This is an optimization exercise on Yosys and OpenROAD, whose aim is small area, a short achievable clock period and few clock cycles, not a production implementation.
Function was checked by simulation only, so behaviour that the tests miss may differ from the original.

v6:
==> flow/design.v (excerpt) <==
module cpu (
    input clk,
    input reset,
    output [31:0] iaddr,
    input [31:0] idata,
    output [31:0] daddr,
    input [31:0] drdata,
    output [31:0] dwdata,
    output [3:0] dwe
);
Size in the first run: about 5200 cells after synthesis, ~170 I/O pins, ~62000 um^2 of cells after synthesis.
==> flow/config.mk <==
export PLATFORM = sky130hd
export DESIGN_NAME = cpu
export DESIGN_NICKNAME = cpu
export VERILOG_FILES = /design/flow/design.v
export SDC_FILE = /design/flow/constraint.sdc
export NUM_CORES = 4
export LEC_CHECK = 0
export CAP_MARGIN = 20
export CORE_MARGIN = 2
export CORE_UTILIZATION = 45
export CTS_CLUSTER_DIAMETER = 80
export CTS_CLUSTER_SIZE = 30
export PLACE_DENSITY = 0.6
export SETUP_SLACK_MARGIN = 5
export SLEW_MARGIN = 20
export SYNTH_HIERARCHICAL = 1
export SYNTH_MINIMUM_KEEP_SIZE = 0
export TNS_END_PERCENT = 5
==> flow/constraint.sdc <==
create_clock -name core_clock -period 10.5 [get_ports {clk}]
set_input_delay 2.1000 -clock core_clock [delete_from_list [all_inputs] [get_ports {clk}]]
set_output_delay 2.1000 -clock core_clock [all_outputs]
set_load 0.01 [all_outputs]
standard.sh (not shown) runs the stock make flow with config.mk's settings and CLKGATE_MAP_FILE= SYNTH_SCRIPT=/design/flow/synth_recipe.tcl, a recipe that flattens the netlist after the stock synthesis.
==> flow/flow/run.sh <==
#!/bin/bash
# The standard layout (the standard.sh: standard synthesis, floorplan,
# placement, CTS, routing), with two changes to how it is made:
#  - the port buffers are buf_4 cells instead of the default delay-cell
#    buffers, which the timing repair cannot resize;
#  - the timing repair aims for a setup margin of 5.8 ns.
# The clock, the constraints and the synthesis are the standard flow's own.
set -euo pipefail
bash standard.sh SETUP_SLACK_MARGIN=5.8 "BUFFER_PORTS_ARGS=-buffer_cell sky130_fd_sc_hd__buf_4" finish > standard_flow.log 2>&1
Testbench counts of v6, summed over its fixed seeds: cycles 115,251.
Relative to v6, the following input files were edited for v7:
--- a/flow/design.v
+++ b/flow/design.v
@@ -150,18 +150,16 @@
     wire [31:0] opa, opb;
     regfile _regfile (
         .clk(clk), .clr(clr),
         .we(wen_e), .rd(rd_e), .wdata(res_e),
         .fslow(res_slow), .ffast(s33[31:0]), .fast(o_add),
         .rs1(rs1), .rs2(rs2), .rv1(opa), .rv2(opb)
     );
-    wire [31:0] pc4, fsum;
-    inc30 _pc4 (.a(pc[31:2]), .y(pc4[31:2]));
-    assign pc4[1:0] = pc[1:0];
-    add32 _fsum (.a(pc), .b(imm_j), .y(fsum));                
+    wire [31:0] fsum;                                         
+    add32 _fsum (.a(pc), .b(d_jal ? imm_j : 32'd4), .y(fsum));
     wire [12:0] bsum;                                         
     add12 _bsum (.a(pc[11:0]), .b(imm_b[11:0]), .y(bsum));
     wire [11:0] imm12 = d_store ? imm_s[11:0] : imm_i[11:0];    
     wire [12:0] lsum;                                         
     add12 _lsum (.a(opa[11:0]), .b(imm12), .y(lsum));
     wire [1:0]  lo2 = lsum[1:0];
     wire eq, lt, ltu;
@@ -184,27 +182,28 @@
     wire ld_b  = d_load & (f3[1:0] == 2'b00);                  
     wire ld_h  = d_load & (f3[1:0] == 2'b01) & ~lo2[0];        
     wire ld_w  = d_load & (f3 == 3'b010) & (lo2 == 2'b00);     
     wire ld_s  = ~f3[2];                                       
     wire [3:0] lane = 4'b0001 << lo2;
     always @(posedge clk) begin
         clr     <= reset;
-        pc_f    <= d_jal ? fsum : pc4;
+        pc_f    <= fsum;
         x_e     <= d_br ? bsum[11:0] : {lsum[11:1], lsum[0] & ~d_jalr};
-        a_e     <= (d_br | d_auipc) ? pc : d_sll ? opa_rev : opa;    
+        a_e     <= (d_br | d_auipc | d_jal) ? pc : d_sll ? opa_rev : opa;    
         b_e     <= (d_store | d_op) ? (opb ^ {32{d_sub}}) :
-                   (d_jal | d_jalr) ? pc4 :
+                   d_jal   ? 32'd4 :                  
+                   d_jalr  ? fsum :                   
                    (d_lui | d_auipc) ? imm_u : (imm_i ^ {32{d_sub}});
         be_e    <= (d_store & ~reset) ? be : 4'b0000;
         rd_e    <= idata[11:7];
         f3_e    <= f3;
         wen_e   <= d_wen & ~reset;
         cin_e   <= d_sub;
         sra_e   <= idata[30];
-        o_add   <= (d_alu & (f3 == 3'b000)) | d_auipc;
+        o_add   <= (d_alu & (f3 == 3'b000)) | d_auipc | d_jal;
         o_sll   <= d_alu & (f3 == 3'b001);
         o_slt   <= d_alu & (f3 == 3'b010);
         o_sltu  <= d_alu & (f3 == 3'b011);
         o_xor   <= d_alu & (f3 == 3'b100);
         o_sr    <= d_alu & (f3 == 3'b101);
         o_or    <= d_alu & (f3 == 3'b110);
         o_and   <= d_alu & (f3 == 3'b111);
@@ -212,15 +211,15 @@
         jalr_e  <= d_jalr & ~reset;
         br_e    <= d_br & ~reset;
         c12_e   <= d_br ? bsum[12] : lsum[12];
         s12_e   <= d_br ? imm_b[12] : imm12[11];
         eq_e    <= eq;
         lt_e    <= lt;
         ltu_e   <= ltu;
-        r_b     <= d_pass & ~d_auipc;
+        r_b     <= d_pass & ~d_auipc & ~d_jal;
         r_l     <= {4{ld_b}} & lane | {3'b000, ld_h & ~lo2[1] | ld_w} | {1'b0, ld_h & lo2[1], 2'b00};
         r_m0    <= (ld_h & ~lo2[1]) | ld_w;
         r_m1    <= ld_h & lo2[1];
         r_w     <= ld_w;
         r_sb    <= {4{ld_b & ld_s}} & lane;
         r_sh    <= ({4{ld_b & ld_s}} & lane) | {ld_h & ld_s & lo2[1], 1'b0, ld_h & ld_s & ~lo2[1], 1'b0};
     end
@@ -258,17 +257,14 @@
 endmodule
 module add12 (input [11:0] a, input [11:0] b, output [12:0] y);
     assign y = {1'b0, a} + {1'b0, b};
 endmodule
 module add32 (input [31:0] a, input [31:0] b, output [31:0] y);
     assign y = a + b;
 endmodule
-module inc30 (input [29:0] a, output [29:0] y);
-    assign y = a + 30'd1;
-endmodule
 module incdec20 (input [19:0] a, output [19:0] inc, output [19:0] dec);
     assign inc = a + 20'd1;
     assign dec = a - 20'd1;
 endmodule
 module add33 (input [31:0] a, input [31:0] b, input cin, output [32:0] y);
     assign y = {1'b0, a} + {1'b0, b} + {32'd0, cin};
 endmodule
## What came out
Of v6 and v7, the run reporting the lower number of multi-input combinational cells in the layout was v7.
Number of global-route vias before repair down 1558 in v7 wrt v6
Cmp v7 vs v6: maximum resistive drop on vdd lower in v7
Re global-route met3 utilization: v6 was lower than v7.
Synthesized cell count in v7 is 108 below v6.
The final reports for v7 and v6 show inverter count of the layout excluding clock inverters higher in the former.
Taking v6 as the reference, in v7 global-route wire length before repair shrank by 1.3%, area overhead of the layout relative to synthesis -0.16 points, core box area moved down, vias after detailed routing dropped 1463, cell area now smaller.
Detailed-route wire length: v7 vs v6, no meaningful difference
Testbench counts of v7, summed over its fixed seeds: cycles 115,251.

## re-timing with driven ports
Ports are ideal in the flow. The routed layouts listed here were re-timed in OpenROAD.
Step 1, drivers: a clkbuf_16 drives clk and a buf_2 each remaining input, both assumed.
Step 2 also shifts input and output timing later by t, the mid clock arrival at the registers, as if the neighbouring blocks saw the same clock.
Three values: ideal ports, drivers, drivers and shift; two values: the first two.
run | t, ns | setup slack, ns | worst hold slack (ns) | worst setup path at the end | latest minus earliest clock arrival (ns)
v6 | 0.815 | 5.419 / 5.258 / 4.443 | 0.516 / 0.516 / 0.516 | input to register | 0.092 / 0.092
v7 | 0.812 | 5.227 / 5.153 / 4.341 | 0.642 / 0.642 / 0.642 | input to register | 0.076 / 0.076
After both steps every run listed still meets setup and hold. For v6, which loses most, drivers alone change the setup slack by -0.161 ns; drivers and shift together by -0.976 ns.
